This is an optimization exercise on Yosys and OpenROAD, whose aim is small area, not a production implementation.
At most, simulation tests tie the RTL to the original design; equivalence was not proved.
Only the layout flow was run in runs 1 to 4; the RTL was not checked for function there.
Power and IR drop assume default switching activity.

--- config.mk ---
export PLATFORM = sky130hd
export DESIGN_NAME = cmd_int
export DESIGN_NICKNAME = cmd_int
export VERILOG_FILES = /design/flow/design.v
export SDC_FILE = /design/flow/constraint.sdc
export NUM_CORES = 8
export LEC_CHECK = 0
export CAP_MARGIN = 20
export CORE_MARGIN = 2
export CORE_UTILIZATION = 40
export CTS_BUF_LIST = sky130_fd_sc_hd__clkbuf_8
export CTS_CLUSTER_DIAMETER = 50
export CTS_CLUSTER_SIZE = 20
export SLEW_MARGIN = 20
--- constraint.sdc ---
create_clock -name core_clock -period 5.0 [get_ports {i_clk}]
set_input_delay 1.0000 -clock core_clock [delete_from_list [all_inputs] [get_ports {i_clk}]]
set_output_delay 1.0000 -clock core_clock [all_outputs]
set_load 0.01 [all_outputs]
--- design.v ---
module cmd_int(
input    wire        i_clk,
input    wire        i_rst,
input    wire        i_data_valid,
input    wire [7:0]  i_data,
output   reg         o_buff_en,
output   wire        o_data_valid,
output   wire [7:0]  o_data,
output   reg         o_srst,
output   reg         o_pgrm_icap,
output   wire [26:0] o_ddr_strt_addr,
output   wire [19:0] o_trans_len,
output   reg         o_load,
input    wire  [19:0]i_icap_clk_cnt,
input    wire  [19:0]i_total_clk_cnt,
input    wire        i_uart_tx_buffer_full,
input    wire        i_dma_done,
output   reg         o_pr_reset
);
function [3:0] cls;
  input [7:0] c;
  case (c)
    8'h31: cls = 4'd1;  
    8'h32: cls = 4'd2;  
    8'h41: cls = 4'd3;  
    8'h43: cls = 4'd4;  
    8'h44: cls = 4'd5;  
    8'h45: cls = 4'd6;  
    8'h49: cls = 4'd7;  
    8'h4C: cls = 4'd8;  
    8'h4D: cls = 4'd9;  
    8'h4E: cls = 4'd10;  
    8'h4F: cls = 4'd11;  
    8'h50: cls = 4'd12;  
    8'h52: cls = 4'd13;  
    8'h53: cls = 4'd14;  
    8'h54: cls = 4'd15;  
    default: cls = 4'd0;
  endcase
endfunction
function [5:0] ac_next;
  input [5:0] s;
  input [7:0] c;
  reg [3:0] cc;
  reg [5:0] x;
  begin
    cc = cls(c);
    x = 6'd0;
    if ((cc == 4'd1) & ((s == 6'd61) | (s == 6'd63))) x = x | 6'd1;  
    if ((cc == 4'd2) & ((s == 6'd61) | (s == 6'd63))) x = x | 6'd1;  
    if ((cc == 4'd3) & ((s[5:2] == 4'd14))) x = x | 6'd1;  
    if ((cc == 4'd4) & ((s[5:2] == 4'd10))) x = x | 6'd1;  
    if ((cc == 4'd4) & ((s == 6'd30))) x = x | 6'd2;  
    if ((cc == 4'd5) & ((s == 6'd13))) x = x | 6'd1;  
    if ((cc == 4'd5) & ((s == 6'd45))) x = x | 6'd2;  
    if ((cc == 4'd5) & ((s == 6'd46))) x = x | 6'd3;  
    if ((cc == 4'd6) & ((s == 6'd33))) x = x | 6'd1;  
    if ((cc == 4'd7) & ((s[5:2] == 4'd4))) x = x | 6'd1;  
    if ((cc == 4'd7) & ((s[5:2] == 4'd12))) x = x | 6'd2;  
    if ((cc == 4'd8) & ((s[5:2] == 4'd14))) x = x | 6'd1;  
    if ((cc == 4'd9) & ((s[5:2] == 4'd4))) x = x | 6'd1;  
    if ((cc == 4'd9) & ((s[5:2] == 4'd5))) x = x | 6'd2;  
    if ((cc == 4'd10) & ((s == 6'd29))) x = x | 6'd1;  
    if ((cc == 4'd10) & ((s == 6'd47))) x = x | 6'd2;  
    if ((cc == 4'd10) & ((s == 6'd25))) x = x | 6'd3;  
    if ((cc == 4'd11) & ((s == 6'd37))) x = x | 6'd1;  
    if ((cc == 4'd11) & ((s == 6'd38))) x = x | 6'd2;  
    if ((cc == 4'd11) & ((s == 6'd17))) x = x | 6'd3;  
    if ((cc == 4'd12) & ((s[5:2] == 4'd13) | (s == 6'd1))) x = x | 6'd1;  
    if ((cc == 4'd12) & ((s == 6'd18))) x = x | 6'd2;  
    if ((cc == 4'd13) & ((s == 6'd54))) x = x | 6'd53;  
    if ((cc == 4'd13) & ((s[5:2] == 4'd14))) x = x | 6'd1;  
    if ((cc == 4'd13) & ((s == 6'd49))) x = x | 6'd2;  
    if ((cc == 4'd13) & ((s == 6'd21))) x = x | 6'd3;  
    if ((cc == 4'd14) & ((s == 6'd1) | (s == 6'd52) | (s == 6'd54) | (s == 6'd55))) x = x | 6'd1;  
    if ((cc == 4'd14) & ((s == 6'd53))) x = x | 6'd2;  
    if ((cc == 4'd15) & ((s == 6'd57))) x = x | 6'd1;  
    if ((cc == 4'd15) & ((s == 6'd41))) x = x | 6'd2;  
    if ((cc == 4'd15) & ((s == 6'd58))) x = x | 6'd3;  
    ac_next = {cc, 2'd0} ^ x;
  end
endfunction
localparam [5:0] AC_CMOD = 6'd22;
localparam [5:0] AC_DMOD = 6'd23;
localparam [5:0] AC_SADR = 6'd55;
localparam [5:0] AC_SLEN = 6'd43;
localparam [5:0] AC_SRST = 6'd63;
localparam [5:0] AC_PICP = 6'd50;
localparam [5:0] AC_RST1 = 6'd5;
localparam [5:0] AC_RST2 = 6'd9;
localparam [5:0] AC_CINT = 6'd62;
localparam [5:0] AC_NCON = 6'd42;
localparam [5:0] AC_RPRR = 6'd1;
localparam [5:0] AC_ROOT = 6'd0;
localparam [5:0] AC_PEND = 6'd2;
localparam [3:0] CMOD = 4'd0, DMOD = 4'd1, SADR = 4'd2, SLEN = 4'd3, SRST = 4'd4,
                 PICP = 4'd5, RST1 = 4'd6, RST2 = 4'd7, CINT = 4'd8, START = 4'd9,
                 NCON = 4'd10, RPRR = 4'd11;
reg  [$bits(AC_ROOT)-1:0] ac;
reg  [3:0]  state;
reg  [4:0]  len_cnt;
reg         tx_valid;
reg         tx_bit;
reg  [1:0]  buff_wr_addr;
reg  [3:0]  sel;                     
reg  [7:0]  cnt0, cnt1, cnt2, cnt3;  
reg  [23:0] addr_reg;                
reg  [19:0] len_reg;                 
reg  [43:0] mem0, mem1, mem2, mem3;  
wire m_cmod   = (ac == AC_CMOD);
wire st_cmod  = (state == CMOD);
wire st_start = (state == START);
wire buff_wr_en = (state == DMOD) & (ac == AC_PEND);
wire [7:0] cnt_sel = ({8{sel[0]}} & cnt0) | ({8{sel[1]}} & cnt1) | ({8{sel[2]}} & cnt2) | ({8{sel[3]}} & cnt3);
wire [7:0] tx_data = st_cmod ? {cnt_sel[7:4] + 4'd3, cnt_sel[3:0]} : {7'b0011000, tx_bit};
assign o_data_valid = (state == DMOD) ? 1'b0 : i_data_valid | tx_valid;
assign o_data       = tx_valid ? tx_data : i_data;
wire [43:0] rd_data = ({44{sel[0]}} & mem0) | ({44{sel[1]}} & mem1) | ({44{sel[2]}} & mem2) | ({44{sel[3]}} & mem3);
wire [43:0] out_data = st_start ? rd_data : {addr_reg, len_reg};
assign o_ddr_strt_addr = {3'b000, out_data[43:20]};
assign o_trans_len     = out_data[19:0];
wire [3:0] digit = (i_data < 8'd58) ? i_data[3:0] : i_data[3:0] + 4'd9;
wire       rst_bit = (state == RST1) ? i_icap_clk_cnt[len_cnt] : i_total_clk_cnt[len_cnt];
always @(posedge i_clk) begin
    if (i_rst)
        ac <= AC_ROOT;
    else if (st_cmod & ((ac == AC_DMOD) | (ac == AC_PICP) | (ac == AC_RST1) | (ac == AC_RST2) | (ac == AC_CINT)))
        ac <= AC_PEND;
    else if (ac == AC_PEND)
        ac <= AC_ROOT;
    else if (i_data_valid)
        ac <= ac_next(ac, i_data);
end
always @(posedge i_clk)
    sel <= {4{((state == CINT) | (state == NCON)) & i_data_valid}} &
           {i_data[1:0] == 2'd3, i_data[1:0] == 2'd2, i_data[1:0] == 2'd1, i_data[1:0] == 2'd0};
always @(posedge i_clk) begin
    if (~i_rst & (state == SADR) & i_data_valid) begin
        case (len_cnt[2:0])
            3'd0: addr_reg[23:20] <= digit;
            3'd1: addr_reg[19:16] <= digit;
            3'd2: addr_reg[15:12] <= digit;
            3'd3: addr_reg[11:8]  <= digit;
            3'd4: addr_reg[7:4]   <= digit;
            default: addr_reg[3:0] <= digit;
        endcase
    end
    if (~i_rst & (state == SLEN) & i_data_valid) begin
        case (len_cnt[2:0])
            3'd1: len_reg[19:16] <= digit;
            3'd2: len_reg[15:12] <= digit;
            3'd3: len_reg[11:8]  <= digit;
            3'd4: len_reg[7:4]   <= digit;
            3'd5: len_reg[3:0]   <= digit;
            default: ;
        endcase
    end
    if (buff_wr_en) begin
        case (buff_wr_addr)
            2'd0: mem0 <= {addr_reg, len_reg};
            2'd1: mem1 <= {addr_reg, len_reg};
            2'd2: mem2 <= {addr_reg, len_reg};
            default: mem3 <= {addr_reg, len_reg};
        endcase
    end
end
wire [7:0] cnt_inc = cnt_sel + 8'd1;
always @(posedge i_clk) begin
    if (i_rst) begin
        cnt0 <= 8'd0; cnt1 <= 8'd0; cnt2 <= 8'd0; cnt3 <= 8'd0;
    end else if (st_start) begin
        if (sel[0]) cnt0 <= cnt_inc;
        if (sel[1]) cnt1 <= cnt_inc;
        if (sel[2]) cnt2 <= cnt_inc;
        if (sel[3]) cnt3 <= cnt_inc;
    end
end
always @(posedge i_clk) begin
    if (i_rst) begin
        state        <= CMOD;
        o_buff_en    <= 1'b0;
        len_cnt      <= 5'd0;
        o_srst       <= 1'b0;
        o_pgrm_icap  <= 1'b0;
        o_load       <= 1'b0;
        tx_valid     <= 1'b0;
        buff_wr_addr <= 2'b00;
        o_pr_reset   <= 1'b0;
    end else begin
        case (state)
            CMOD: begin
                o_buff_en   <= 1'b0;
                o_srst      <= 1'b0;
                o_pgrm_icap <= 1'b0;
                o_load      <= 1'b0;
                len_cnt     <= 5'd0;
                tx_valid    <= 1'b0;
                case (ac)
                    AC_DMOD: state <= DMOD;
                    AC_SADR: state <= SADR;
                    AC_SLEN: state <= SLEN;
                    AC_SRST: state <= SRST;
                    AC_PICP: begin state <= PICP; o_pgrm_icap <= 1'b1; end
                    AC_RST1: begin state <= RST1; len_cnt <= 5'd19; end
                    AC_RST2: begin state <= RST2; len_cnt <= 5'd19; end
                    AC_CINT: state <= CINT;
                    AC_NCON: state <= NCON;
                    AC_RPRR: state <= RPRR;
                    default: ;
                endcase
            end
            DMOD: begin
                if (m_cmod) begin
                    state        <= CMOD;
                    buff_wr_addr <= buff_wr_addr + 2'd1;
                end
                o_buff_en <= 1'b1;
            end
            SADR, SLEN: begin
                if (i_data_valid) begin
                    len_cnt <= len_cnt + 5'd1;
                    if (len_cnt == 5'd5) begin
                        state  <= CMOD;
                        o_load <= 1'b1;
                    end
                end
            end
            SRST: begin
                if (m_cmod) state <= CMOD;
                o_srst <= ~m_cmod;
            end
            RPRR: begin
                if (m_cmod) state <= CMOD;
                o_pr_reset <= ~m_cmod;
            end
            PICP: begin
                o_pgrm_icap <= 1'b0;
                if (i_dma_done) state <= CMOD;
            end
            RST1, RST2: begin
                if (~i_uart_tx_buffer_full & (len_cnt != 5'd31)) begin
                    tx_bit   <= rst_bit;
                    len_cnt  <= len_cnt - 5'd1;
                    tx_valid <= 1'b1;
                end else
                    tx_valid <= 1'b0;
                if (len_cnt == 5'd31) state <= CMOD;
            end
            CINT: begin
                if (i_data_valid) begin
                    o_load <= 1'b1;
                    state  <= START;
                end
            end
            START: begin
                o_pgrm_icap <= 1'b1;
                o_load      <= 1'b0;
                state       <= PICP;
            end
            NCON: begin
                if (i_data_valid) begin
                    tx_valid <= 1'b1;
                    state    <= CMOD;
                end
            end
            default: ;
        endcase
    end
end
endmodule
--- run.sh ---
#!/bin/bash
# synth_recipe.tcl (not shown) runs the flow's synth.tcl, then flattens the netlist and writes it again
# the make line also repeats each setting of config.mk as NAME=value (left out here)
make -C /OpenROAD-flow-scripts/flow DESIGN_CONFIG=/design/flow/config.mk WORK_HOME=/design/flow/orfs CLKGATE_MAP_FILE= SYNTH_SCRIPT=/design/flow/synth_recipe.tcl finish
==> results.sh, run 1 <==
export IMPL_status="finished clean"
export IMPL_viasPerCell=5.66
export IMPL_post_route_period_util_pct=87.0
export IMPL_cp_arrival_ns=3.35
export IMPL_ctsHoldBuffers=0
export IMPL_ys_flop_type="edfxtp_1"
export IMPL_critPathTopFamily="buffers and inverters"
export IMPL_drive_gt1_share_pct=9.08
export IMPL_worstPathRequired_ns=4.00
export IMPL_cts_buffer_depth=3
export IMPL_wirelength_um=31000
export IMPL_cts_root_buf="clkbuf_8"
export IMPL_irDropWorstVdd_uv=205
export IMPL_cts_buffers=27
export IMPL_clock_skew_ns=0.0416
export IMPL_leakage_nw=4.70
export IMPL_highest_layer="met4"
export IMPL_ant_nets=0
export IMPL_synth_top_area_share_pct=52.6
export IMPL_nFillCells=2847
export IMPL_setup_viol=0
export IMPL_track_usage_pct=18.5
export IMPL_wl_met2_um=14700
export IMPL_critPathKind="reg2out"
export IMPL_synthCells=1066
export IMPL_yosysSeqAreaShare_pct=62.0
export IMPL_setup_tns_ns=0
export IMPL_regArea_um2=7820
export IMPL_gp_congestion=0.901
export IMPL_routedWlPerCell_um=19.9
export IMPL_antenna_cells=0
export IMPL_yosysTopAreaCell="edfxtp_1"
export IMPL_yosysWarnings=1
export IMPL_rows=65
export IMPL_drv_cap=0
export IMPL_cpMaxStageDelayCell="dfxtp_1"
export IMPL_drt_iter0_markers=610
export IMPL_multi_input_area_um2=4410
export IMPL_post_cts_resize_count=0
export IMPL_grt_pass1_wl_um=48600
export IMPL_core_area_um2=31300
export IMPL_drc=0
export IMPL_grt_pass1_vias=8657
export IMPL_port_buffers=110
export IMPL_met3_length_um=1550
export IMPL_die_h_um=182
export IMPL_drtPass1Iterations=5
export IMPL_hold_viol=0
export IMPL_clk_latency_ns=0.60
export IMPL_antenna_found_initial=0
export IMPL_tightestPinTransition_ns=1.09
export IMPL_path_buf_inv=2
export IMPL_start_util_pct=40.3
export IMPL_critPathCaptureType="output port"
export IMPL_htree_num_levels=1
export IMPL_startpoint_type="flip-flop"
export IMPL_clkSinkCount=280
export IMPL_vias=8825
export IMPL_area_growth_pct=16.0
export IMPL_yosys_top_cells_area="edfxtp_1 53%, dfxtp_1 9.4%, a21oi_1 3.8%"
export IMPL_dieArea_um2=33000
export IMPL_max_clock_freq_mhz=230
export IMPL_synth_cell_types=73
export IMPL_wl_met1_um=14100
export IMPL_maxSlewHeadroom_pct=27.2
export IMPL_hpwl_um=19400
export IMPL_syn_avg_cell_area_um2=11.8
export IMPL_fin_cells=1559
export IMPL_synth_edf_count=221
export IMPL_grt_max_degree=56
export IMPL_die_x_um=182
export IMPL_finalMaxSlewViolations=0
export IMPL_p_per_area_nw_per_um2=333
export IMPL_ys_seq_elements=280
export IMPL_ioPinCount=114
export IMPL_layout_nets=1205
export IMPL_gr_total_overflow=0
export IMPL_post_route_min_period_ns=4.35
export IMPL_cts_tree="built"
export IMPL_placedCellCount=1510
export IMPL_clkTransAtPathRegs_ns=0.09
export IMPL_path_max_fanout=36
export IMPL_rsz0062_at_grt="no"
export IMPL_synth_area_um2=12600
export IMPL_async_flop_share_pct=0
export IMPL_cpPeakStageDelay_ns=0.63
export IMPL_hold_path_class="reg2reg"
export IMPL_critical_path_cell_chain="nor2b_1 > and3_4 > buf_4 > nor2_1 > a21oi_1 > clkdlybuf4s50_1"
export IMPL_post_cts_setup_buffers=0
synth_stat cells, types with 8 or more instances:
| cell type | instances |
|---|---|
| a22oi_1 | 16 |
| xnor2_1 | 13 |
| inv_1 | 16 |
| o21a_1 | 8 |
| o21ai_0 | 13 |
| nor2b_1 | 15 |
| dfxtp_1 | 59 |
| a21oi_1 | 97 |
| nand3_1 | 42 |
| nor3_1 | 16 |
| mux4_2 | 10 |
| nand2b_1 | 11 |
| mux2i_1 | 9 |
| clkbuf_1 | 74 |
| o22ai_1 | 8 |
| edfxtp_1 | 221 |
| nand2_1 | 73 |
| a221oi_1 | 44 |
| and3_1 | 10 |
| ha_1 | 14 |
| nor2_1 | 119 |
| a31oi_1 | 13 |
| a22o_1 | 46 |
worst paths after layout:
kind | start | endpoint | slack (ns) | cells past startpoint
worst max-delay path | state[3] | o_trans_len[8] | 0.65 | 6
worst min-delay path | cnt2[1] | cnt2[1] | 0.46 | 2
worst max register to register | state[2] | tx_bit | 1.81 | 7
worst min register to register | cnt2[1] | cnt2[1] | 0.46 | 2
placed cells by master, fill, tap and decap left out, types with 6 or more instances in the layout:
master           count
mux2i_1              9
mux4_2              10
clkinv_4             6
clkbuf_8            27
inv_1               18
nand2_1             73
nor2b_1             15
ha_1                14
buf_4               17
or3_1                7
a22o_1              46
a21oi_1             97
o21a_1               8
xnor2_1             10
nand2b_1            11
o21ai_0             13
a22oi_1             16
o22ai_1              8
clkdlybuf4s50_1    109
nand3_1             42
nor3_1              16
a31oi_1             13
and2_1               6
nor2_1             119
dfxtp_1             55
nand4_1              7
edfxtp_1           221
a221oi_1            44
layout make-up:
type | count | share of cell area, %
Tap cell | 402 | 3.44
Sequential cell | 280 | 53.5
Clock inverter | 22 | 1.51
Clock buffer | 27 | 2.54
Timing Repair Buffer | 128 | 8.50
Inverter | 16 | 0.411
Multi-Input combinational cell | 684 | 30.1
metrics by stage:
stage	instance area, µm²	util, %	worst slack [ns]	power, W	hold WS (ns)
floorplan	12600	-	1.89	0.00314	0.436
global placement	14000	44.8	1.18	0.00342	0.442
detailed placement	14000	44.8	1.16	0.00343	0.449
CTS	14600	46.7	0.680	0.00491	0.461
global route	14600	46.7	0.537	0.00510	0.476
finish	14600	46.7	0.651	0.00487	0.458
report_power, final:
part	leakage (nW)	internal, W	switching (W)
registers	2.47	0.00253	0.0000909
clock network	0.298	0.000654	0.000849
logic	1.94	0.000324	0.000424
routing by layer:
| metal | vias to the layer above | track usage, % |
|---|---|---|
| met1 | 4306 | 25.8 |
| met2 | 257 | 30.7 |
| met4 | 0 | 4.59 |
| met5 | - | 0 |
| met3 | 44 | 2.55 |
| li1 | 4218 | - |
logic make-up after synthesis:
logic type               after synthesis  share of synthesized area, %
AND/OR/NAND/NOR                      334                          12.7
AO/OA/AOI/OAI                        293                          16.4
flip-flops                           280                          62.0
buffers and inverters                104                          3.40
multiplexers                          22                          2.77
XOR/XNOR                              17                          1.18
adder cells (fa/ha/maj)               15                          1.55
other                                  1                        0.0297
worst min-delay path, delay by kind of cell, from the launching register on:
kind,cells,cell delay [ns]
AOI/OAI and AO/OA,1,0.05
DFF,1,0.31
and+or+nand+nor,1,0.05
==> run 2: changes to the inputs <==
--- a/config.mk
+++ b/config.mk
@@ -8,7 +8,7 @@
 export CAP_MARGIN = 20
 export CORE_MARGIN = 2
 export CORE_UTILIZATION = 40
-export CTS_BUF_LIST = sky130_fd_sc_hd__clkbuf_8
-export CTS_CLUSTER_DIAMETER = 50
-export CTS_CLUSTER_SIZE = 20
+export CTS_BUF_LIST = sky130_fd_sc_hd__clkbuf_16
+export CTS_CLUSTER_DIAMETER = 60
+export CTS_CLUSTER_SIZE = 25
 export SLEW_MARGIN = 20
==> results.sh, run 2 <==
export IMPL_path_buf_inv=2
export IMPL_post_route_period_util_pct=86.0
export IMPL_hold_viol=0
export IMPL_layout_nets=1199
export IMPL_placedCellCount=1510
export IMPL_dp_slack_ns=1.16
export IMPL_die_h_um=182
export IMPL_irDropWorstVdd_uv=223
export IMPL_wirelength_um=30900
export IMPL_synth_edf_count=221
export IMPL_antenna_found_initial=0
export IMPL_maxSlewHeadroom_pct=31.1
export IMPL_setup_viol=0
export IMPL_clk_latency_ns=0.53
export IMPL_stdcell_area_um2=14800
export IMPL_area_growth_pct=17.0
export IMPL_gr_total_overflow=0
export IMPL_start_util_pct=40.3
export IMPL_cts_buffers=21
export IMPL_cp_arrival_ns=3.30
export IMPL_startpoint_type="flip-flop"
export IMPL_synthAdderAreaFrac_pct=1.55
export IMPL_critPathTopFamily="buffers and inverters"
export IMPL_yosysTopAreaCell="edfxtp_1"
export IMPL_finalMaxSlewViolations=0
export IMPL_cp_startpoint="state[3]"
export IMPL_drc=0
export IMPL_r2r_start="state[2]"
export IMPL_hp_start="cnt2[1]"
export IMPL_track_usage_pct=18.5
export IMPL_synth_top_family_by_area="compound AO/OA/AOI/OAI gates"
export IMPL_ys_top_cells_by_count="221 x edfxtp_1, 119 x nor2_1, 97 x a21oi_1"
export IMPL_worstPathRequired_ns=4.00
export IMPL_drt_iter0_markers=723
export IMPL_synthMuxAreaShare_pct=2.77
export IMPL_critical_path_cell_chain="nor2b_1 > and3_4 > buf_4 > nor2_1 > a21oi_1 > clkdlybuf4s50_1"
export IMPL_post_cts_resize_count=0
export IMPL_tightestPinTransition_ns=1.03
export IMPL_synth_most_common_cell="edfxtp_1"
export IMPL_grt_pass1_vias=8547
export IMPL_critPathKind="reg2out"
export IMPL_yosys_top_cells_area="edfxtp_1 53%, dfxtp_1 9.4%, a21oi_1 3.8%"
export IMPL_htree_num_levels=1
export IMPL_async_flop_share_pct=0
export IMPL_cts_tree="built"
export IMPL_clkTransAtPathRegs_ns=0.09
export IMPL_hpwl_um=19400
export IMPL_cts_root_buf="clkbuf_16"
export IMPL_dieArea_um2=33000
export IMPL_synth_xor_area_share_pct=1.18
export IMPL_post_cts_setup_buffers=0
export IMPL_die_x_um=182
export IMPL_path_max_fanout=36
export IMPL_drtPass1Iterations=4
export IMPL_ys_flop_type="edfxtp_1"
export IMPL_grtUsageMet3_pct=2.55
export IMPL_final_common_cell="edfxtp_1"
export IMPL_cts_buffer_depth=3
export IMPL_final_cell_mix="221 x edfxtp_1, 119 x nor2_1, 109 x clkdlybuf4s50_1, 97 x a21oi_1, 73 x nand2_1"
export IMPL_use_met1_pct=25.9
export IMPL_setup_ws_ns=0.699
export IMPL_port_buffers=110
export IMPL_post_route_min_period_ns=4.30
export IMPL_ys_seq_elements=280
export IMPL_ioPinCount=114
export IMPL_antenna_cells=0
export IMPL_use_met2_pct=30.8
export IMPL_grt_pass1_wl_um=48500
export IMPL_yosysSeqAreaShare_pct=62.0
export IMPL_synthCells=1066
export IMPL_rsz0062_at_grt="no"
export IMPL_status="finished clean"
export IMPL_syn_avg_cell_area_um2=11.8
export IMPL_max_clock_freq_mhz=233
export IMPL_ctsHoldBuffers=0
export IMPL_clkSinkCount=280
export IMPL_fin_cells=1548
export IMPL_busiest_layer="met2"
export IMPL_grt_max_degree=56
export IMPL_leakage_nw=4.76
export IMPL_clock_skew_ns=0.0288
export IMPL_p_per_area_nw_per_um2=349
export IMPL_synth_cell_types=73
export IMPL_setup_tns_ns=0
export IMPL_drive_gt1_share_pct=8.20
export IMPL_gp_congestion=0.901
export IMPL_cpPeakStageDelay_ns=0.64
export IMPL_hold_path_class="reg2reg"
export IMPL_drv_cap=0
export IMPL_rows=65
export IMPL_synth_simple_area_share_pct=12.7
export IMPL_synth_compound_area_share_pct=16.4
export IMPL_cpMaxStageDelayCell="dfxtp_1"
export IMPL_synth_area_um2=12600
export IMPL_viasPerCell=5.68
export IMPL_vias=8789
export IMPL_ant_nets=0
export IMPL_synth_top_area_share_pct=52.6
export IMPL_dpl_instance_area_um2=14000
export IMPL_routedWlPerCell_um=19.9
export IMPL_core_area_um2=31300
export IMPL_yosysWarnings=1
export IMPL_critPathCaptureType="output port"
run 2: power by group:
group          switching, W  internal (W)
logic              0.000422      0.000324
registers         0.0000925       0.00253
clock network      0.000938      0.000848
total               0.00145       0.00370
run 2: worst min-delay path, stage by stage (launching register included):
cell and delay (ns):
dfxtp_1 0.32, nand2_1 0.05, a21oi_1 0.05
run 2: path summary, 6_finish.rpt:
check	to	slack, ns	cells past startpoint
setup / recovery	o_trans_len[8]	0.70	6
setup reg to reg	tx_bit	1.78	7
hold / removal	cnt2[1]	0.46	2
hold reg to reg	cnt2[1]	0.46	2
run 2: cells by family after synthesis:
| family | after synthesis |
|---|---|
| buf+inv | 104 |
| mux | 22 |
| compound gates | 293 |
| simple gates | 334 |
| other cells | 1 |
| flops | 280 |
| xor+xnor | 17 |
| fa+ha+maj | 15 |
run 2: area by class of cell:
cell class              count  area [µm²]
multi-input cells         684        4410
fillers                  2818       16500
well taps                 402         503
inverters                  16        60.1
clock inverters            17         201
repair buffers            128        1240
clock buffers              21         526
flip-flops and latches    280        7820
run 2: layer usage:
| layer | routed length (µm) | part of all wire, % |
|---|---|---|
| met2 | 14700 | 48 |
| met5 | 0 | 0 |
| met1 | 14100 | 46 |
| met3 | 1480 | 4.8 |
| met4 | 602 | 1.9 |
run 2: metrics by stage:
| step | power, W | util (%) | hold WS, ns |
|---|---|---|---|
| final | 0.00516 | 47.2 | 0.459 |
| after global routing | 0.00537 | 47.2 | 0.473 |
| after CTS | 0.00520 | 47.2 | 0.460 |
| after detailed placement | 0.00343 | 44.8 | 0.449 |
| after global placement | 0.00342 | 44.8 | 0.442 |
| after floorplan | 0.00314 | - | 0.436 |
==> run 3: changes to the inputs <==
==> flow/run.sh (new file) <==
#!/bin/bash
# Own layout flow: the standard ORFS flow (standard.sh, unchanged synthesis),
# with two layout settings that ORFS reads from the environment:
#  - the port buffers that buffer_ports inserts use the smallest buffer cell
#    (every input and output port still gets its own buffer);
#  - clock tree synthesis without dummy loads, with the clustering given below.
set -euo pipefail
export BUFFER_PORTS_ARGS="-buffer_cell sky130_fd_sc_hd__buf_1"
export CTS_ARGS="-sink_clustering_enable -repair_clock_nets -buf_list sky130_fd_sc_hd__clkbuf_8 -sink_clustering_size 20 -sink_clustering_max_diameter 50"
bash standard.sh finish > flow_standard.log 2>&1
==> standard.sh (new file) <==
#!/bin/bash
# synth_recipe.tcl (not shown) runs the flow's synth.tcl, then flattens the netlist and writes it again
# the make line also repeats each setting of config.mk as NAME=value (left out here)
make -C /OpenROAD-flow-scripts/flow DESIGN_CONFIG=/design/flow/config.mk WORK_HOME=/design/flow/orfs CLKGATE_MAP_FILE= SYNTH_SCRIPT=/design/flow/synth_recipe.tcl "${@:-finish}"
--- a/config.mk
+++ b/config.mk
@@ -8,7 +8,4 @@
 export CAP_MARGIN = 20
 export CORE_MARGIN = 2
 export CORE_UTILIZATION = 40
-export CTS_BUF_LIST = sky130_fd_sc_hd__clkbuf_16
-export CTS_CLUSTER_DIAMETER = 60
-export CTS_CLUSTER_SIZE = 25
 export SLEW_MARGIN = 20
removed: run.sh
==> results.sh, run 3 <==
export IMPL_cp_arrival_ns=3.03
export IMPL_core_area_um2=31300
export IMPL_syn_avg_cell_area_um2=11.8
export IMPL_track_usage_pct=18.2
export IMPL_viasPerCell=5.67
export IMPL_async_flop_share_pct=0
export IMPL_cts_root_buf="clkbuf_8"
export IMPL_yosys_top_cells_area="edfxtp_1 53%, dfxtp_1 9.4%, a21oi_1 3.8%"
export IMPL_switchingPower_w=0.00146
export IMPL_antenna_found_initial=0
export IMPL_htree_num_levels=1
export IMPL_yosysSeqAreaShare_pct=62.0
export IMPL_synthCells=1066
export IMPL_drtPass1Iterations=6
export IMPL_maxSlewHeadroom_pct=24.5
export IMPL_ant_nets=0
export IMPL_rsz0062_at_grt="no"
export IMPL_intPower_w=0.00346
export IMPL_grt_pass1_vias=8528
export IMPL_clk_latency_ns=0.60
export IMPL_clock_skew_ns=0.0364
export IMPL_ctsHoldBuffers=0
export IMPL_cts_tree="built"
export IMPL_die_h_um=182
export IMPL_grt_max_degree=55
export IMPL_power_frac_seq_pct=53.7
export IMPL_drv_cap=0
export IMPL_synth_top_area_share_pct=52.6
export IMPL_nFillCells=2918
export IMPL_antenna_cells=0
export IMPL_path_max_fanout=41
export IMPL_clkTransAtPathRegs_ns=0.10
export IMPL_max_clock_freq_mhz=248
export IMPL_ff2ff_setup_slack_ns=1.79
export IMPL_drc=0
export IMPL_vias=8822
export IMPL_drt_iter0_markers=704
export IMPL_path_buf_inv=2
export IMPL_total_power_w=0.00492
export IMPL_min_path_cells=2
export IMPL_critPathKind="reg2out"
export IMPL_gr_total_overflow=0
export IMPL_critPathCaptureType="output port"
export IMPL_cts_buffer_depth=3
export IMPL_sw_frac_of_total_pct=29.7
export IMPL_reg2reg_depth=4
export IMPL_status="finished clean"
export IMPL_leakage_nw=4.42
export IMPL_yosysTopAreaCell="edfxtp_1"
export IMPL_cpPeakStageDelay_ns=0.64
export IMPL_p_clk_share_pct=32.9
export IMPL_final_cell_mix="221 x edfxtp_1, 119 x nor2_1, 109 x buf_1, 97 x a21oi_1, 73 x nand2_1"
export IMPL_critPathTopFamily="simple AND/OR/NAND/NOR gates"
export IMPL_final_common_cell="edfxtp_1"
export IMPL_setup_viol=0
export IMPL_grt_pass1_wl_um=47800
export IMPL_synth_cell_types=73
export IMPL_ioPinCount=114
export IMPL_synth_most_common_cell="edfxtp_1"
export IMPL_synth_area_um2=12600
export IMPL_hold_path_end="cnt2[1]"
export IMPL_post_cts_setup_buffers=0
export IMPL_p_per_area_nw_per_um2=352
export IMPL_hp_start="cnt2[1]"
export IMPL_hold_path_class="reg2reg"
export IMPL_post_route_period_util_pct=80.6
export IMPL_hold_viol=0
export IMPL_r2r_start="ac[2]"
export IMPL_yosysWarnings=1
export IMPL_drive_gt1_share_pct=8.66
export IMPL_ys_flop_type="edfxtp_1"
export IMPL_rows=65
export IMPL_finalMaxSlewViolations=0
export IMPL_port_buffers=110
export IMPL_critical_path_cell_chain="nor2b_1 > and3_4 > buf_4 > nor2_1 > a21oi_1 > buf_1"
export IMPL_gp_congestion=0.873
export IMPL_cts_buffers=28
export IMPL_routedWlPerCell_um=19.6
export IMPL_wirelength_um=30600
export IMPL_hpwl_um=18600
export IMPL_layout_nets=1202
export IMPL_clkSinkCount=280
export IMPL_setup_tns_ns=0
export IMPL_post_route_min_period_ns=4.03
export IMPL_worstPathRequired_ns=4.00
export IMPL_rr_endpoint="mem0[2]"
export IMPL_cpMaxStageDelayCell="dfxtp_1"
export IMPL_startpoint_type="flip-flop"
export IMPL_irDropWorstVdd_uv=248
export IMPL_comb_power_share_pct=13.4
export IMPL_tightestPinTransition_ns=1.12
export IMPL_ys_seq_elements=280
export IMPL_area_growth_pct=10.8
export IMPL_ys_top_cells_by_count="221 x edfxtp_1, 119 x nor2_1, 97 x a21oi_1"
export IMPL_start_util_pct=40.3
export IMPL_dieArea_um2=33000
export IMPL_synth_edf_count=221
export IMPL_die_x_um=182
export IMPL_post_cts_resize_count=0
==> run 3: cell counts after synthesis <==
No cell type changed its count.
==> run 3: routing by layer <==
metal / routed length [µm] / global-route usage [%]
met1: 13600 / 24.9
met2: 14900 / 31.1
met3: 1550 / 2.43
met4: 576 / 4.29
met5: 0 / 0
==> run 3: worst max path at each step <==
stage | from | to | cells past startpoint
3_5_place_dp | i_data[4] | ac[0] | 8
3_3_place_gp | i_data[4] | ac[0] | 8
5_1_grt | state[3] | o_trans_len[7] | 6
4_1_cts | state[3] | o_trans_len[15] | 6
2_1_floorplan | i_data[0] | ac[0] | 11
6_report | state[3] | o_trans_len[7] | 6
==> run 3: cell families (layout without fill, tap and decap cells) <==
logic type,Yosys count,count (layout),synth area share (%)
muxes,22,22,2.77
DFF,280,280,62.0
and+or+nand+nor,334,334,12.7
buffers and inverters,104,191,3.40
other,1,3,0.0297
adders and majority gates,15,15,1.55
AOI/OAI and AO/OA,293,293,16.4
xor gates and xnor gates,17,17,1.18
==> run 3: tightest hold or removal path, delay by kind of cell (launching register included) <==
family	cells	cell delay (ns)
flip-flops	1	0.32
AND/OR/NAND/NOR	1	0.05
AO/OA/AOI/OAI	1	0.05
==> run 3: area by class of cell <==
class	count	area (µm²)	area share [%]
inverter	16	60.1	0.430
sequential	280	7820	55.9
multi-input combinational	684	4410	31.5
clock buffer	29	399	2.85
timing repair buffer	124	532	3.80
tap	402	503	3.60
clock inverter	22	258	1.84
==> run 3: power groups by stage <==
| stage | Clock, W | Combinational, W | Sequential (W) |
|---|---|---|---|
| floorplan | 0 | 0.000539 | 0.00261 |
| finish | 0.00162 | 0.000657 | 0.00264 |
| global placement | 0 | 0.000657 | 0.00270 |
| global route | 0.00173 | 0.000731 | 0.00266 |
| CTS | 0.00165 | 0.000660 | 0.00264 |
| detailed placement | 0 | 0.000658 | 0.00270 |
==> run 3: stage by stage <==
| stage | worst slack, ns | instances | utilization, % | hold slack (ns) | area, µm² |
|---|---|---|---|---|---|
| detailed placement | 1.47 | 1506 | 42.6 | 0.447 | 13300 |
| floorplan | 1.89 | 1068 | - | 0.436 | 12600 |
| finish | 0.970 | 1557 | 44.7 | 0.460 | 14000 |
| global route | 0.695 | 1557 | 44.7 | 0.482 | 14000 |
| global placement | 1.53 | 1506 | 42.6 | 0.442 | 13300 |
| CTS | 0.951 | 1557 | 44.7 | 0.464 | 14000 |
==> run 4: changes to the inputs <==
--- a/flow/run.sh
+++ b/flow/run.sh
@@ -6,5 +6,5 @@
 #  - clock tree synthesis without dummy loads, with the clustering given below.
 set -euo pipefail
 export BUFFER_PORTS_ARGS="-buffer_cell sky130_fd_sc_hd__buf_1"
-export CTS_ARGS="-sink_clustering_enable -repair_clock_nets -buf_list sky130_fd_sc_hd__clkbuf_8 -sink_clustering_size 20 -sink_clustering_max_diameter 50"
+export CTS_ARGS="-sink_clustering_enable -repair_clock_nets -dont_use_dummy_load -buf_list sky130_fd_sc_hd__clkbuf_8 -sink_clustering_size 20 -sink_clustering_max_diameter 50"
 bash standard.sh finish > flow_standard.log 2>&1
==> results.sh, run 4 <==
export IMPL_ioPinCount=114
export IMPL_synth_most_common_cell="edfxtp_1"
export IMPL_startpoint_type="flip-flop"
export IMPL_drc=0
export IMPL_ys_flop_type="edfxtp_1"
export IMPL_drt_iter0_markers=792
export IMPL_tightestPinTransition_ns=1.13
export IMPL_total_power_w=0.00451
export IMPL_viasPerCell=5.70
export IMPL_wirelength_um=30500
export IMPL_ys_top_cells_by_count="221 x edfxtp_1, 119 x nor2_1, 97 x a21oi_1"
export IMPL_rsz0062_at_grt="no"
export IMPL_hold_path_class="reg2reg"
export IMPL_clkSinkCount=280
export IMPL_post_cts_resize_count=0
export IMPL_gp_congestion=0.873
export IMPL_start_util_pct=40.3
export IMPL_cp_arrival_ns=2.98
export IMPL_gr_total_overflow=0
export IMPL_post_cts_setup_buffers=0
export IMPL_synth_cell_types=73
export IMPL_synthCells=1066
export IMPL_syn_avg_cell_area_um2=11.8
export IMPL_drtPass1Iterations=5
export IMPL_yosysWarnings=1
export IMPL_track_usage_pct=18.2
export IMPL_ys_seq_elements=280
export IMPL_final_cell_mix="221 x edfxtp_1, 119 x nor2_1, 109 x buf_1, 97 x a21oi_1, 73 x nand2_1"
export IMPL_worstPathRequired_ns=4.00
export IMPL_final_core_util_pct=43.8
export IMPL_area_growth_pct=8.69
export IMPL_die_x_um=182
export IMPL_dp_slack_ns=1.47
export IMPL_dieArea_um2=33000
export IMPL_irDropWorstVdd_uv=169
export IMPL_port_buffers=110
export IMPL_post_route_min_period_ns=3.98
export IMPL_core_area_um2=31300
export IMPL_setup_tns_ns=0
export IMPL_routedWlPerCell_um=19.9
export IMPL_leakage_nw=4.29
export IMPL_vias=8743
export IMPL_clk_latency_ns=0.58
export IMPL_synth_edf_count=221
export IMPL_yosysTopAreaCell="edfxtp_1"
export IMPL_critPathKind="reg2out"
export IMPL_critPathCaptureType="output port"
export IMPL_clock_skew_ns=0.0590
export IMPL_clkTransAtPathRegs_ns=0.10
export IMPL_cts_tree="built"
export IMPL_synth_area_um2=12600
export IMPL_htree_num_levels=1
export IMPL_grt_pass1_vias=8512
export IMPL_cts_buffers=28
export IMPL_yosysSeqAreaShare_pct=62.0
export IMPL_ant_nets=0
export IMPL_drv_cap=0
export IMPL_synth_top_area_share_pct=52.6
export IMPL_antenna_found_initial=0
export IMPL_die_h_um=182
export IMPL_maxSlewHeadroom_pct=24.0
export IMPL_hold_viol=0
export IMPL_cts_root_buf="clkbuf_8"
export IMPL_final_common_cell="edfxtp_1"
export IMPL_rows=65
export IMPL_max_clock_freq_mhz=251
export IMPL_finalMaxSlewViolations=0
export IMPL_post_route_period_util_pct=79.5
export IMPL_layout_nets=1202
export IMPL_hpwl_um=18600
export IMPL_p_per_area_nw_per_um2=329
export IMPL_antenna_cells=0
export IMPL_grt_pass1_wl_um=47600
export IMPL_path_max_fanout=41
export IMPL_cts_buffer_depth=3
export IMPL_grt_max_degree=55
export IMPL_setup_viol=0
export IMPL_async_flop_share_pct=0
export IMPL_ctsHoldBuffers=0
export IMPL_drive_gt1_share_pct=7.24
export IMPL_yosys_top_cells_area="edfxtp_1 53%, dfxtp_1 9.4%, a21oi_1 3.8%"
export IMPL_setup_ws_ns=1.02
export IMPL_status="finished clean"
## run 4: changes by cell type in the layout (fill, tap and decap cells not counted), moves of 2 or more
| cell | delta |
|---|---|
| clkinv_1 | -3 |
| clkinv_4 | -3 |
| clkinv_8 | -3 |
| inv_1 | -2 |
| inv_12 | -5 |
## run 4: layout make-up
type | instances | area, µm²
clock buffers | 28 | 385
fillers | 2939 | 17600
inverters | 16 | 60.1
multi-input cells | 684 | 4410
well taps | 402 | 503
flip-flops and latches | 280 | 7820
repair buffers | 124 | 532
## run 4: worst paths after layout
path	start	end	slack, ns	depth (start not counted)
max	state[3]	o_trans_len[7]	1.02	6
min	cnt2[1]	cnt2[1]	0.46	2
min reg2reg	cnt2[1]	cnt2[1]	0.46	2
max reg2reg	ac[2]	mem0[2]	1.81	4
## run 4: where the power goes
part           internal [W]  switching, W
sequential          0.00253      0.000114
clock              0.000495      0.000714
combinational      0.000254      0.000404
## run 4: metrics by stage
step | instances | cell area, µm² | hold slack (ns)
2_1_floorplan | 1068 | 12600 | 0.436
3_3_place_gp | 1506 | 13300 | 0.442
3_5_place_dp | 1506 | 13300 | 0.447
4_1_cts | 1534 | 13700 | 0.460
5_1_grt | 1534 | 13700 | 0.479
6_report | 1534 | 13700 | 0.459
## run 4: logic make-up (layout without fill, tap and decap cells)
group | after synthesis | after routing | share of synthesized area, %
buffers and inverters | 104 | 168 | 3.40
AND/OR/NAND/NOR | 334 | 334 | 12.7
adder cells (fa/ha/maj) | 15 | 15 | 1.55
AO/OA/AOI/OAI | 293 | 293 | 16.4
multiplexers | 22 | 22 | 2.77
flip-flops | 280 | 280 | 62.0
XOR/XNOR | 17 | 17 | 1.18
other | 1 | 3 | 0.0297
## run 4: layer usage
layer	part of all wire [%]	vias up	track usage, %
met1	45	4266	24.8
met3	4.7	40	2.51
met2	49	263	31.0
li1	-	4174	-
met4	1.6	0	4.03
met5	0	-	0
## run 4: worst max-delay path: stages, from the launching register on
cell and delay [ns]:
dfxtp_1 0.62, nor2b_1 0.39, and3_4 0.57, buf_4 0.36, nor2_1 0.06, a21oi_1 0.23, buf_1 0.18
==> run 5: changes to the inputs <==
--- a/design.v
+++ b/design.v
@@ -93,10 +93,11 @@
 localparam [5:0] AC_RPRR = 6'd1;
 localparam [5:0] AC_ROOT = 6'd0;
 localparam [5:0] AC_PEND = 6'd2;
+localparam AC_W = 6;
 localparam [3:0] CMOD = 4'd0, DMOD = 4'd1, SADR = 4'd2, SLEN = 4'd3, SRST = 4'd4,
                  PICP = 4'd5, RST1 = 4'd6, RST2 = 4'd7, CINT = 4'd8, START = 4'd9,
                  NCON = 4'd10, RPRR = 4'd11;
-reg  [$bits(AC_ROOT)-1:0] ac;
+reg  [AC_W-1:0] ac;
 reg  [3:0]  state;
 reg  [4:0]  len_cnt;
 reg         tx_valid;
@@ -120,7 +121,9 @@
 assign o_ddr_strt_addr = {3'b000, out_data[43:20]};
 assign o_trans_len     = out_data[19:0];
 wire [3:0] digit = (i_data < 8'd58) ? i_data[3:0] : i_data[3:0] + 4'd9;
-wire       rst_bit = (state == RST1) ? i_icap_clk_cnt[len_cnt] : i_total_clk_cnt[len_cnt];
+wire [19:0] icap_rev  = {i_icap_clk_cnt[0], i_icap_clk_cnt[1], i_icap_clk_cnt[2], i_icap_clk_cnt[3], i_icap_clk_cnt[4], i_icap_clk_cnt[5], i_icap_clk_cnt[6], i_icap_clk_cnt[7], i_icap_clk_cnt[8], i_icap_clk_cnt[9], i_icap_clk_cnt[10], i_icap_clk_cnt[11], i_icap_clk_cnt[12], i_icap_clk_cnt[13], i_icap_clk_cnt[14], i_icap_clk_cnt[15], i_icap_clk_cnt[16], i_icap_clk_cnt[17], i_icap_clk_cnt[18], i_icap_clk_cnt[19]};
+wire [19:0] total_rev = {i_total_clk_cnt[0], i_total_clk_cnt[1], i_total_clk_cnt[2], i_total_clk_cnt[3], i_total_clk_cnt[4], i_total_clk_cnt[5], i_total_clk_cnt[6], i_total_clk_cnt[7], i_total_clk_cnt[8], i_total_clk_cnt[9], i_total_clk_cnt[10], i_total_clk_cnt[11], i_total_clk_cnt[12], i_total_clk_cnt[13], i_total_clk_cnt[14], i_total_clk_cnt[15], i_total_clk_cnt[16], i_total_clk_cnt[17], i_total_clk_cnt[18], i_total_clk_cnt[19]};
+wire       rst_bit = (state == RST1) ? icap_rev[len_cnt] : total_rev[len_cnt];
 always @(posedge i_clk) begin
     if (i_rst)
         ac <= AC_ROOT;
@@ -164,16 +167,13 @@
         endcase
     end
 end
-wire [7:0] cnt_inc = cnt_sel + 8'd1;
-always @(posedge i_clk) begin
-    if (i_rst) begin
-        cnt0 <= 8'd0; cnt1 <= 8'd0; cnt2 <= 8'd0; cnt3 <= 8'd0;
-    end else if (st_start) begin
-        if (sel[0]) cnt0 <= cnt_inc;
-        if (sel[1]) cnt1 <= cnt_inc;
-        if (sel[2]) cnt2 <= cnt_inc;
-        if (sel[3]) cnt3 <= cnt_inc;
-    end
+wire [7:0] cnt_d  = (cnt_sel + 8'd1) & {8{~i_rst}};
+wire [3:0] cnt_we = {4{i_rst}} | ({4{st_start}} & sel);
+always @(posedge i_clk) begin
+    if (cnt_we[0]) cnt0 <= cnt_d;
+    if (cnt_we[1]) cnt1 <= cnt_d;
+    if (cnt_we[2]) cnt2 <= cnt_d;
+    if (cnt_we[3]) cnt3 <= cnt_d;
 end
 always @(posedge i_clk) begin
     if (i_rst) begin
@@ -201,8 +201,8 @@
                     AC_SLEN: state <= SLEN;
                     AC_SRST: state <= SRST;
                     AC_PICP: begin state <= PICP; o_pgrm_icap <= 1'b1; end
-                    AC_RST1: begin state <= RST1; len_cnt <= 5'd19; end
-                    AC_RST2: begin state <= RST2; len_cnt <= 5'd19; end
+                    AC_RST1: state <= RST1;
+                    AC_RST2: state <= RST2;
                     AC_CINT: state <= CINT;
                     AC_NCON: state <= NCON;
                     AC_RPRR: state <= RPRR;
@@ -238,13 +238,13 @@
                 if (i_dma_done) state <= CMOD;
             end
             RST1, RST2: begin
-                if (~i_uart_tx_buffer_full & (len_cnt != 5'd31)) begin
+                if (~i_uart_tx_buffer_full & (len_cnt != 5'd20)) begin
                     tx_bit   <= rst_bit;
-                    len_cnt  <= len_cnt - 5'd1;
+                    len_cnt  <= len_cnt + 5'd1;
                     tx_valid <= 1'b1;
                 end else
                     tx_valid <= 1'b0;
-                if (len_cnt == 5'd31) state <= CMOD;
+                if (len_cnt == 5'd20) state <= CMOD;
             end
             CINT: begin
                 if (i_data_valid) begin
--- a/config.mk
+++ b/config.mk
@@ -5,7 +5,7 @@
 export SDC_FILE = /design/flow/constraint.sdc
 export NUM_CORES = 8
 export LEC_CHECK = 0
-export CAP_MARGIN = 20
+export CAP_MARGIN = 0
 export CORE_MARGIN = 2
 export CORE_UTILIZATION = 40
-export SLEW_MARGIN = 20
+export SLEW_MARGIN = 0
==> results.sh, run 5 <==
export IMPL_post_route_period_util_pct=80.5
export IMPL_yosysTopAreaCell="edfxtp_1"
export IMPL_setup_ws_ns=0.973
export IMPL_finalMaxSlewViolations=0
export IMPL_final_common_cell="edfxtp_1"
export IMPL_die_x_um=180
export IMPL_cts_root_buf="clkbuf_8"
export IMPL_post_route_min_period_ns=4.03
export IMPL_critPathKind="reg2out"
export IMPL_hold_viol=0
export IMPL_nFillCells=2786
export IMPL_area_growth_pct=9.47
export IMPL_antenna_found_initial=0
export IMPL_antenna_cells=0
export IMPL_maxSlewHeadroom_pct=30.1
export IMPL_critPathCaptureType="output port"
export IMPL_drv_cap=0
export IMPL_track_usage_pct=18.2
export IMPL_yosys_top_cells_area="edfxtp_1 61%, a22oi_1 6.7%, dfxtp_1 4.4%"
export IMPL_ys_flop_type="edfxtp_1"
export IMPL_synth_cell_types=69
export IMPL_clkSinkCount=280
export IMPL_vias=8298
export IMPL_gr_total_overflow=0
export IMPL_tightestPinTransition_ns=1.04
export IMPL_hpwl_um=19100
export IMPL_reg2reg_depth=5
export IMPL_die_h_um=180
export IMPL_post_cts_resize_count=0
export IMPL_core_area_um2=30600
export IMPL_ys_seq_elements=280
export IMPL_yosysWarnings=1
export IMPL_setup_tns_ns=0
export IMPL_cp_arrival_ns=3.03
export IMPL_htree_num_levels=1
export IMPL_port_buffers=110
export IMPL_grt_max_degree=33
export IMPL_cts_tree="built"
export IMPL_grt_pass1_wl_um=47100
export IMPL_syn_avg_cell_area_um2=13.1
export IMPL_ff2ff_setup_slack_ns=1.83
export IMPL_viasPerCell=5.81
export IMPL_async_flop_share_pct=0
export IMPL_drtPass1Iterations=5
export IMPL_synth_top_area_share_pct=61.3
export IMPL_layout_nets=1103
export IMPL_p_per_area_nw_per_um2=316
export IMPL_synth_edf_count=253
export IMPL_start_util_pct=40.5
export IMPL_gp_congestion=0.857
export IMPL_hold_path_class="reg2reg"
export IMPL_ioPinCount=114
export IMPL_worstPathRequired_ns=4.00
export IMPL_synth_most_common_cell="edfxtp_1"
export IMPL_clock_skew_ns=0.0962
export IMPL_wirelength_um=30200
export IMPL_r2r_start="ac[0]"
export IMPL_hp_start="o_buff_en"
export IMPL_cts_buffers=26
export IMPL_irDropWorstVdd_uv=241
export IMPL_hold_path_end="o_buff_en"
export IMPL_drt_iter0_markers=624
export IMPL_dp_slack_ns=1.45
export IMPL_drc=0
export IMPL_startpoint_type="flip-flop"
export IMPL_ys_top_cells_by_count="253 x edfxtp_1, 111 x a22oi_1, 88 x nor2_1"
export IMPL_clk_latency_ns=0.59
export IMPL_ctsHoldBuffers=0
export IMPL_drive_gt1_share_pct=8.04
export IMPL_ant_nets=0
export IMPL_routedWlPerCell_um=21.2
export IMPL_path_max_fanout=32
export IMPL_synthCells=946
export IMPL_rr_endpoint="mem2[24]"
export IMPL_grt_pass1_vias=8096
export IMPL_leakage_nw=4.07
export IMPL_dieArea_um2=32400
export IMPL_whs_ns=0.499
export IMPL_max_clock_freq_mhz=248
export IMPL_synth_area_um2=12400
export IMPL_min_path_cells=2
export IMPL_status="finished clean"
export IMPL_setup_viol=0
export IMPL_yosysSeqAreaShare_pct=65.6
export IMPL_rows=64
export IMPL_clkTransAtPathRegs_ns=0.06
export IMPL_cts_buffer_depth=3
export IMPL_post_cts_setup_buffers=0
export IMPL_final_cell_mix="253 x edfxtp_1, 111 x a22oi_1, 110 x buf_1, 87 x nor2_1, 50 x a31oi_1"
export IMPL_rsz0062_at_grt="no"
-- run 5: changes by cell type after synthesis, moves of 16 or more --
cell,before,now
a221oi_1,44,5
nand3_1,42,26
nand2_1,73,43
edfxtp_1,221,253
a31oi_1,13,50
a22oi_1,16,111
nor2_1,119,88
a22o_1,46,1
dfxtp_1,59,27
a21oi_1,97,21
clkbuf_1,74,48
-- run 5: cells by family (layout without fill, tap and decap cells) --
logic type      after synthesis  count (layout)  share of synthesized area, %
mux                          20              20                          2.86
simple gates                274             274                          11.2
buf+inv                      93             177                          3.07
compound gates              246             246                          14.4
fa+ha+maj                    16              16                          1.61
flops                       280             280                          65.6
other cells                   1               3                        0.0302
xor+xnor                     16              16                          1.13
-- run 5: report_power, final --
part	internal, W	leakage, nW	total [W]	switching, W
clock	0.000462	0.187	0.00115	0.000691
combinational	0.000185	1.35	0.000499	0.000313
sequential	0.00257	2.53	0.00264	0.0000736
-- run 5: routing by layer --
metal	global-route usage (%)	vias up	routed length (µm)
met3	2.49	39	1530
met5	0	-	0
met4	3.81	0	600
li1	-	3853	-
met2	30.4	272	14600
met1	25.6	4134	13500
-- run 5: stage by stage --
stage / area [µm²] / instances / total power, W / util, %
4_1_cts: 13600 / 1428 / 0.00432 / 44.4
5_1_grt: 13600 / 1428 / 0.00446 / 44.4
6_report: 13600 / 1428 / 0.00429 / 44.4
3_5_place_dp: 13200 / 1402 / 0.00319 / 43.2
2_1_floorplan: 12400 / 948 / 0.00300 / -
3_3_place_gp: 13200 / 1402 / 0.00319 / 43.2
-- run 5: worst max-delay path by stage --
stage,cells past startpoint,slack [ns],start,end
after CTS,6,0.92,state[3],o_trans_len[3]
final,6,0.97,state[3],o_trans_len[3]
after global placement,8,1.48,i_data[2],ac[0]
after global routing,6,0.72,state[3],o_trans_len[3]
after detailed placement,8,1.45,i_data[2],ac[0]
after floorplan,8,1.97,i_data[3],ac[0]
-- run 5: layout make-up --
cell class	count	area, µm²	area share [%]
clock buffers	26	358	2.64
inverters	23	86.3	0.636
multi-input cells	575	3930	28.9
flip-flops and latches	280	8140	60.0
well taps	396	495	3.65
repair buffers	128	561	4.13
-- run 5: worst max-delay path, stage by stage, from the launching register on --
cell and delay, ns:
dfxtp_1 0.66, nand2b_1 0.25, nor2_4 0.80, buf_4 0.34, nor2_1 0.05, a31oi_1 0.20
buf_1 0.18
==> run 6: changes to the inputs <==
--- a/config.mk
+++ b/config.mk
@@ -5,7 +5,8 @@
 export SDC_FILE = /design/flow/constraint.sdc
 export NUM_CORES = 8
 export LEC_CHECK = 0
-export CAP_MARGIN = 0
+export CAP_MARGIN = 20
 export CORE_MARGIN = 2
-export CORE_UTILIZATION = 40
-export SLEW_MARGIN = 0
+export CORE_UTILIZATION = 60
+export PLACE_DENSITY = 0.7
+export SLEW_MARGIN = 20
==> results.sh, run 6 <==
export IMPL_status="finished clean"
export IMPL_p_per_area_nw_per_um2=316
export IMPL_critical_path_cell_chain="nand2b_1 > nor2_4 > buf_4 > nor2_1 > a31oi_1 > buf_1"
export IMPL_maxSlewHeadroom_pct=29.6
export IMPL_synth_most_common_cell="edfxtp_1"
export IMPL_cpPeakStageDelay_ns=0.72
export IMPL_comb_power_share_pct=11.5
export IMPL_clkTransAtPathRegs_ns=0.12
export IMPL_synth_cell_types=69
export IMPL_clkSinkCount=280
export IMPL_synthAdderAreaFrac_pct=1.61
export IMPL_drv_cap=0
export IMPL_routedWlPerCell_um=21.6
export IMPL_synth_area_um2=12400
export IMPL_placedCellCount=1273
export IMPL_gr_total_overflow=0
export IMPL_hold_path_end="mem0[43]"
export IMPL_post_route_min_period_ns=4.00
export IMPL_min_path_cells=0
export IMPL_vias=8339
export IMPL_intPower_w=0.00318
export IMPL_track_usage_pct=25.5
export IMPL_setup_viol=0
export IMPL_setup_tns_ns=0
export IMPL_fin_cells=1297
export IMPL_synth_edf_count=253
export IMPL_synth_simple_area_share_pct=11.2
export IMPL_die_x_um=148
export IMPL_worstPathRequired_ns=4.00
export IMPL_cts_root_buf="clkbuf_8"
export IMPL_r2r_start="ac[2]"
export IMPL_grt_max_degree=37
export IMPL_cts_buffers=24
export IMPL_p_clk_share_pct=26.0
export IMPL_rr_endpoint="mem1[31]"
export IMPL_synthMuxAreaShare_pct=2.86
export IMPL_hpwl_um=17600
export IMPL_critPathCaptureType="output port"
export IMPL_hold_path_class="reg2reg"
export IMPL_layout_nets=1098
export IMPL_drt_iter0_markers=806
export IMPL_wirelength_um=28000
export IMPL_grt_pass1_wl_um=43700
export IMPL_viasPerCell=6.43
export IMPL_post_cts_resize_count=0
export IMPL_max_clock_freq_mhz=250
export IMPL_grt_pass1_vias=7955
export IMPL_yosysTopAreaCell="edfxtp_1"
export IMPL_ys_seq_elements=280
export IMPL_ctsHoldBuffers=0
export IMPL_yosysWarnings=1
export IMPL_drtPass1Iterations=5
export IMPL_async_flop_share_pct=0
export IMPL_hp_start="addr_reg[23]"
export IMPL_tightestPinTransition_ns=1.05
export IMPL_sw_frac_of_total_pct=24.7
export IMPL_ioPinCount=114
export IMPL_cp_arrival_ns=3.00
export IMPL_synth_top_family_by_area="compound AO/OA/AOI/OAI gates"
export IMPL_htree_num_levels=1
export IMPL_drive_gt1_share_pct=7.59
export IMPL_final_cell_mix="253 x edfxtp_1, 111 x a22oi_1, 110 x buf_1, 87 x nor2_1, 50 x a31oi_1"
export IMPL_clock_skew_ns=0.0662
export IMPL_ff2ff_setup_slack_ns=1.74
export IMPL_synth_top_area_share_pct=61.3
export IMPL_rows=52
export IMPL_antenna_cells=0
export IMPL_startpoint_type="flip-flop"
export IMPL_power_frac_seq_pct=62.6
export IMPL_leakage_nw=4.04
export IMPL_gp_congestion=0.888
export IMPL_finalMaxSlewViolations=0
export IMPL_post_cts_setup_buffers=0
export IMPL_ys_flop_type="edfxtp_1"
export IMPL_rsz0062_at_grt="no"
export IMPL_final_common_cell="edfxtp_1"
export IMPL_cpMaxStageDelayCell="nor2_4"
export IMPL_ys_top_cells_by_count="253 x edfxtp_1, 111 x a22oi_1, 88 x nor2_1"
export IMPL_area_growth_pct=7.79
export IMPL_start_util_pct=61.3
export IMPL_cts_tree="built"
export IMPL_cts_buffer_depth=3
export IMPL_post_route_period_util_pct=80.1
export IMPL_dieArea_um2=21800
export IMPL_syn_avg_cell_area_um2=13.1
export IMPL_ant_nets=0
export IMPL_switchingPower_w=0.00104
export IMPL_path_max_fanout=30
export IMPL_yosysSeqAreaShare_pct=65.6
export IMPL_synth_compound_area_share_pct=14.4
export IMPL_synthCells=946
export IMPL_critPathKind="reg2out"
export IMPL_synth_xor_area_share_pct=1.13
export IMPL_hold_viol=0
export IMPL_drc=0
export IMPL_clk_latency_ns=0.58
export IMPL_irDropWorstVdd_uv=228
export IMPL_die_h_um=148
export IMPL_reg2reg_depth=5
export IMPL_yosys_top_cells_area="edfxtp_1 61%, a22oi_1 6.7%, dfxtp_1 4.4%"
export IMPL_core_area_um2=20200
export IMPL_port_buffers=110
export IMPL_antenna_found_initial=0
==> run 6: cell counts after synthesis <==
No cell type changed its count.
==> run 6: cells by family (layout without fill, tap and decap cells) <==
logic type | Yosys count | count (layout)
mux | 20 | 20
compound gates | 246 | 246
xor+xnor | 16 | 16
simple gates | 274 | 274
other cells | 1 | 3
flops | 280 | 280
fa+ha+maj | 16 | 16
buf+inv | 93 | 172
==> run 6: through the flow <==
stage	area, µm²	worst slack (ns)	power [W]	util, %	hold WS [ns]
6_report	13400	0.997	0.00422	66.0	0.495
5_1_grt	13400	0.683	0.00438	66.0	0.518
4_1_cts	13400	0.975	0.00423	66.0	0.506
3_5_place_dp	13000	1.41	0.00317	64.4	0.483
3_3_place_gp	13000	1.45	0.00317	64.4	0.467
2_1_floorplan	12400	1.97	0.00300	-	0.469
==> run 6: per-layer routing <==
layer | global-route usage, % | vias to the layer above | part of all wire, %
met1 | 36.7 | 4087 | 42
li1 | - | 3849 | -
met4 | 5.53 | 0 | 1.6
met5 | 0 | - | 0
met2 | 42.0 | 364 | 49
met3 | 3.55 | 39 | 7.7
==> run 6: power by group through the flow <==
stage,combinational (W),sequential [W],clock [W]
2_1_floorplan,0.000369,0.00264,0
3_3_place_gp,0.000480,0.00269,0
3_5_place_dp,0.000480,0.00269,0
4_1_cts,0.000483,0.00264,0.00111
5_1_grt,0.000534,0.00265,0.00120
6_report,0.000484,0.00264,0.00110
==> run 6: worst max-delay path by stage <==
stage | startpoint | to | slack, ns | cells after the start
global route | state[3] | o_trans_len[15] | 0.68 | 6
CTS | state[0] | o_trans_len[1] | 0.97 | 6
floorplan | i_data[3] | ac[0] | 1.97 | 8
finish | state[3] | o_ddr_strt_addr[0] | 1.0 | 6
detailed placement | i_data[2] | ac[0] | 1.41 | 8
global placement | i_data_valid | addr_reg[2] | 1.45 | 5
==> run 6: cell type report <==
cell class	instances	area (µm²)
clock buffers	24	330
inverters	23	86.3
flip-flops and latches	280	8140
fillers	1510	6870
multi-input cells	575	3930
well taps	270	338
repair buffers	125	538
==> run 6: worst max-delay path: cells and delay by family, from the launching register on <==
kind	cells	cell delay [ns]
buffers and inverters	2	0.59
AND/OR/NAND/NOR	3	1.04
flip-flops	1	0.66
AO/OA/AOI/OAI	1	0.16
==> run 7: changes to the inputs <==
--- a/config.mk
+++ b/config.mk
@@ -7,6 +7,5 @@
 export LEC_CHECK = 0
 export CAP_MARGIN = 20
 export CORE_MARGIN = 2
-export CORE_UTILIZATION = 60
-export PLACE_DENSITY = 0.7
+export CORE_UTILIZATION = 40
 export SLEW_MARGIN = 20
==> results.sh, run 7 <==
export IMPL_drc=0
export IMPL_finalMaxSlewViolations=0
export IMPL_critPathCaptureType="output port"
export IMPL_post_route_min_period_ns=4.03
export IMPL_nFillCells=2786
export IMPL_critPathCapture="o_trans_len[3]"
export IMPL_syn_avg_cell_area_um2=13.1
export IMPL_final_common_cell="edfxtp_1"
export IMPL_synthAdderAreaFrac_pct=1.61
export IMPL_synthMuxAreaShare_pct=2.86
export IMPL_grt_pass1_vias=8096
export IMPL_vias=8298
export IMPL_grt_max_degree=33
export IMPL_antenna_cells=0
export IMPL_cts_buffer_depth=3
export IMPL_critPathTopFamily="simple AND/OR/NAND/NOR gates"
export IMPL_status="finished clean"
export IMPL_worstPathRequired_ns=4.00
export IMPL_post_cts_setup_buffers=0
export IMPL_core_area_um2=30600
export IMPL_synth_xor_area_share_pct=1.13
export IMPL_cp_arrival_ns=3.03
export IMPL_drt_iter0_markers=624
export IMPL_synth_top_family_by_area="compound AO/OA/AOI/OAI gates"
export IMPL_rows=64
export IMPL_antenna_found_initial=0
export IMPL_ys_seq_elements=280
export IMPL_clock_skew_ns=0.0962
export IMPL_hold_viol=0
export IMPL_synth_most_common_cell="edfxtp_1"
export IMPL_ant_nets=0
export IMPL_rsz0062_at_grt="no"
export IMPL_fin_cells=1428
export IMPL_wirelength_um=30200
export IMPL_irDropWorstVdd_uv=241
export IMPL_path_max_fanout=32
export IMPL_routedWlPerCell_um=21.2
export IMPL_clkSinkCount=280
export IMPL_yosysWarnings=1
export IMPL_critical_path_cell_chain="nand2b_1 > nor2_4 > buf_4 > nor2_1 > a31oi_1 > buf_1"
export IMPL_cp_depth=6
export IMPL_r2r_start="ac[0]"
export IMPL_final_core_util_pct=44.4
export IMPL_drv_cap=0
export IMPL_yosysSeqAreaShare_pct=65.6
export IMPL_yosys_top_cells_area="edfxtp_1 61%, a22oi_1 6.7%, dfxtp_1 4.4%"
export IMPL_clkTransAtPathRegs_ns=0.06
export IMPL_port_buffers=110
export IMPL_async_flop_share_pct=0
export IMPL_post_route_period_util_pct=80.5
export IMPL_gp_congestion=0.857
export IMPL_ys_top_cells_by_count="253 x edfxtp_1, 111 x a22oi_1, 88 x nor2_1"
export IMPL_drtPass1Iterations=5
export IMPL_start_util_pct=40.5
export IMPL_ff2ff_setup_slack_ns=1.83
export IMPL_area_growth_pct=9.47
export IMPL_synth_cell_types=69
export IMPL_setup_viol=0
export IMPL_grt_pass1_wl_um=47100
export IMPL_cpMaxStageDelayCell="nor2_4"
export IMPL_cpPeakStageDelay_ns=0.80
export IMPL_cts_tree="built"
export IMPL_rr_endpoint="mem2[24]"
export IMPL_post_cts_resize_count=0
export IMPL_tightestPinTransition_ns=1.04
export IMPL_whs_ns=0.499
export IMPL_p_per_area_nw_per_um2=316
export IMPL_synthCells=946
export IMPL_ys_flop_type="edfxtp_1"
export IMPL_cts_buffers=26
export IMPL_hpwl_um=19100
export IMPL_cp_startpoint="state[3]"
export IMPL_die_x_um=180
export IMPL_drive_gt1_share_pct=8.04
export IMPL_hp_start="o_buff_en"
export IMPL_dieArea_um2=32400
export IMPL_cts_root_buf="clkbuf_8"
export IMPL_startpoint_type="flip-flop"
export IMPL_leakage_nw=4.07
export IMPL_ctsHoldBuffers=0
export IMPL_clk_latency_ns=0.59
export IMPL_track_usage_pct=18.2
export IMPL_maxSlewHeadroom_pct=30.1
export IMPL_final_cell_mix="253 x edfxtp_1, 111 x a22oi_1, 110 x buf_1, 87 x nor2_1, 50 x a31oi_1"
export IMPL_critPathKind="reg2out"
export IMPL_synth_top_area_share_pct=61.3
export IMPL_setup_tns_ns=0
export IMPL_ioPinCount=114
export IMPL_reg2reg_depth=5
export IMPL_synth_edf_count=253
export IMPL_synth_area_um2=12400
export IMPL_synth_simple_area_share_pct=11.2
export IMPL_path_buf_inv=2
export IMPL_yosysTopAreaCell="edfxtp_1"
export IMPL_max_clock_freq_mhz=248
export IMPL_synth_compound_area_share_pct=14.4
export IMPL_placedCellCount=1402
export IMPL_die_h_um=180
export IMPL_viasPerCell=5.81
export IMPL_gr_total_overflow=0
export IMPL_hold_path_class="reg2reg"
export IMPL_layout_nets=1103
export IMPL_htree_num_levels=1
## run 7: per-stage QoR
stage | worst slack [ns] | instance area [µm²] | total power, W
detailed placement | 1.45 | 13200 | 0.00319
global placement | 1.48 | 13200 | 0.00319
CTS | 0.916 | 13600 | 0.00432
finish | 0.973 | 13600 | 0.00429
floorplan | 1.97 | 12400 | 0.00300
global route | 0.720 | 13600 | 0.00446
## run 7: final cells by class
| type | instances | area, µm² | area share [%] |
|---|---|---|---|
| sequential | 280 | 8140 | 60.0 |
| inverter | 23 | 86.3 | 0.636 |
| clock buffer | 26 | 358 | 2.64 |
| multi-input combinational | 575 | 3930 | 28.9 |
| tap | 396 | 495 | 3.65 |
| timing repair buffer | 128 | 561 | 4.13 |
## run 7: worst min path at each step
stage / to / slack (ns) / cells past startpoint
CTS: o_buff_en / 0.50 / 2
floorplan: buff_wr_addr[1] / 0.47 / 2
global route: o_pr_reset / 0.54 / 2
global placement: o_buff_en / 0.47 / 2
finish: o_buff_en / 0.50 / 2
detailed placement: o_buff_en / 0.49 / 2
## run 7: power by group
group / internal (W) / total, W / switching, W
Sequential: 0.00257 / 0.00264 / 0.0000736
Clock: 0.000462 / 0.00115 / 0.000691
Combinational: 0.000185 / 0.000499 / 0.000313
## run 7: cell families after synthesis
group           Yosys count
fa+ha+maj                16
mux                      20
simple gates            274
buf+inv                  93
xor+xnor                 16
other cells               1
compound gates          246
flops                   280
## run 7: metal layers
layer	share of wire [%]	global-route usage [%]
met2	48	30.4
met3	5.1	2.49
met1	45	25.6
met4	2.0	3.81
met5	0	0
## run 7: worst min-delay path: cells and delay by family, from the launching register on
kind | cells | cell delay, ns
compound gates | 1 | 0.07
flops | 1 | 0.33
simple gates | 1 | 0.07

==> separate check: timing with driven ports <==
No port has a modelled driver above. Below, the same layouts with a new extraction and two added sets of constraints.
Step 1 sets driving cells, clkbuf_16 on the clock port and buf_2 on the other inputs (assumed; they add their load-dependent delay and slew).
Step 2 moves the port delays by t, midway between the first and last clock arrival at a register: inputs arrive t later, outputs are due t later. That takes back most of the time a late clock gives input paths.
a / b / c = no drivers / after step 1 / after step 2; a / b = the first two.
run | t (ns) | setup slack, ns | worst slew at a driven data input, ns
run 1 | 0.621 | 0.651 / 0.605 / 1.103 | 0.04
run 2 | 0.571 | 0.699 / 0.649 / 1.111 | 0.04
run 3 | 0.632 | 0.970 / 0.923 / 1.428 | 0.04
run 4 | 0.599 | 1.023 / 0.976 / 1.369 | 0.04
run 5 | 0.586 | 0.973 / 0.928 / 1.340 | 0.05
run 6 | 0.582 | 0.997 / 0.960 / 1.296 | 0.03
run 7 | 0.586 | 0.973 / 0.928 / 1.340 | 0.05
After both steps every run listed still meets setup and hold.
